From an optimization exercise on the open Yosys and OpenROAD flow, aimed at small area; shortcuts taken in it are not production practice.
Power is estimated from default activity; no workload was simulated.

Setup of red:
// crypto_dimension
module crypto_dimension(
    input clk,
    input btns,
    input btnr,
    input btnd,
    input btnl,
    input btnu,
    input rst,
    input echo,
    input [15:0] sw,
    output led16_b,
    output led16_g,
    output led16_r,
    output led17_b,
    output led17_g,
    output led17_r,
    output trig,
    output [15:0] Led,
    output wire [7:0] seg,
    output wire [7:0] an
);
Size: about 4900 cells after synthesis, about 59000 um^2 of cells after synthesis.
==> flow/config.mk <==
export PLATFORM = sky130hd
export DESIGN_NAME = crypto_dimension
export DESIGN_NICKNAME = crypto_dimension
export VERILOG_FILES = /design/flow/design.v
export SDC_FILE = /design/flow/constraint.sdc
export NUM_CORES = 8
export LEC_CHECK = 0
export ABC_AREA = 1
export CAP_MARGIN = 0
export CORE_MARGIN = 2
export CORE_UTILIZATION = 60
export PLACE_DENSITY = 0.72
export SLEW_MARGIN = 0
==> flow/constraint.sdc <==
create_clock -name core_clock -period 250.0 [get_ports {clk}]
set_input_delay 50.0000 -clock core_clock [delete_from_list [all_inputs] [get_ports {clk}]]
set_output_delay 50.0000 -clock core_clock [all_outputs]
set_load 0.01 [all_outputs]
standard.sh (not shown) runs the stock make flow with config.mk's settings and CLKGATE_MAP_FILE= SYNTH_SCRIPT=/design/flow/synth_recipe.tcl, a recipe that flattens the netlist after the stock synthesis.
==> flow/flow/run.sh <==
#!/bin/bash
# Own layout flow:
#  1. the standard synthesis (standard.sh synth), unchanged;
#  2. its combinational logic mapped again for area with Yosys and ABC
#     (remap.tcl, remap.abc); every register and tie cell stays as it is;
#  3. the standard layout from floorplan to finish on that netlist, with
#     the clock tree built without dummy loads (CTS_ARGS).
# Each tool's output goes to a log file of its own in the work folder.
set -euo pipefail
WORK=$(pwd)
RES=$WORK/orfs/results/$FLOW_PLATFORM/crypto_dimension/base
PLAT=$FLOW_HOME/platforms/$FLOW_PLATFORM

bash standard.sh synth > 1_synth_standard.log 2>&1
cp "$RES/1_2_yosys.v" "$WORK/1_2_yosys_standard.v"

export REMAP_LIB=$PLAT/lib/sky130_fd_sc_hd__tt_025C_1v80.lib
export REMAP_IN=$WORK/1_2_yosys_standard.v
export REMAP_TOP=$FLOW_TOP
export REMAP_ABC=$WORK/flow/remap.abc
export REMAP_OUT=$RES/1_2_yosys.v
export REMAP_DONT_USE="$(sed -n '/DONT_USE_CELLS += /,/^$/p' "$PLAT/config.mk" | tr -d '\\' | sed 's/export DONT_USE_CELLS += //' | tr '\n' ' ')"
yosys -c flow/remap.tcl > 1_remap.log 2>&1
rm -f "$RES/1_synth.odb" "$RES/1_synth.sdc"

# plain buffers on the ports (the delay cells the default picks are larger)
export BUFFER_PORTS_ARGS="-buffer_cell sky130_fd_sc_hd__buf_1"
export CTS_ARGS="-sink_clustering_enable -repair_clock_nets -sink_clustering_size 21 -sink_clustering_max_diameter 52 -buf_list sky130_fd_sc_hd__clkbuf_8 -dont_use_dummy_load"
bash standard.sh > 2_layout.log 2>&1
Other scripts of this flow, unchanged in this note and not shown: flow/flow/remap.abc, flow/flow/remap.tcl
#### Input delta (blue over red)
--- a/flow/flow/run.sh
+++ b/flow/flow/run.sh
@@ -27,3 +27,3 @@
 export BUFFER_PORTS_ARGS="-buffer_cell sky130_fd_sc_hd__buf_1"
-export CTS_ARGS="-sink_clustering_enable -repair_clock_nets -sink_clustering_size 21 -sink_clustering_max_diameter 52 -buf_list sky130_fd_sc_hd__clkbuf_8 -dont_use_dummy_load"
+export CTS_ARGS="-sink_clustering_enable -repair_clock_nets -sink_clustering_size 21 -sink_clustering_max_diameter 55 -buf_list sky130_fd_sc_hd__clkbuf_8 -dont_use_dummy_load"
 bash standard.sh > 2_layout.log 2>&1
Notes after the runs:
blue and red ended up with nearly the same post-route non-filler standard cell count.
blue vs. red: routed wire length stayed essentially flat; register fraction of the total cell area stayed essentially flat; final instance area stayed essentially flat; aggregate global-route resource usage stayed essentially flat; cell internal power dissipation fell by 0.50%.
blue ran to completion and came out clean on the timing, DRC and antenna checks.
Function was not checked in any run of this note: the RTL went through the layout flow alone.

re-timing with driven ports:
The results above use ideal ports. As a check the final layouts listed here were re-extracted and re-timed, cells and wires unchanged.
Step 1 sets driving cells, clkbuf_16 on the clock port and buf_2 on the other inputs (assumed; they add their load-dependent delay and slew).
Step 2 times the ports against the registers' clock, not the clock port: input delays grow and output delays shrink by t, the midpoint of the rising clock arrivals with the driver on.
Three values: ideal ports, drivers, drivers and shift; two values: the first two.
run | t (ns) | setup WS [ns] | cell pins on the clock port's net
red | 0.861 | 149.422 / 149.400 / 149.400 | 1
blue | 0.869 | 149.436 / 149.414 / 149.414 | 1
After both steps setup and hold are still met in every run listed.
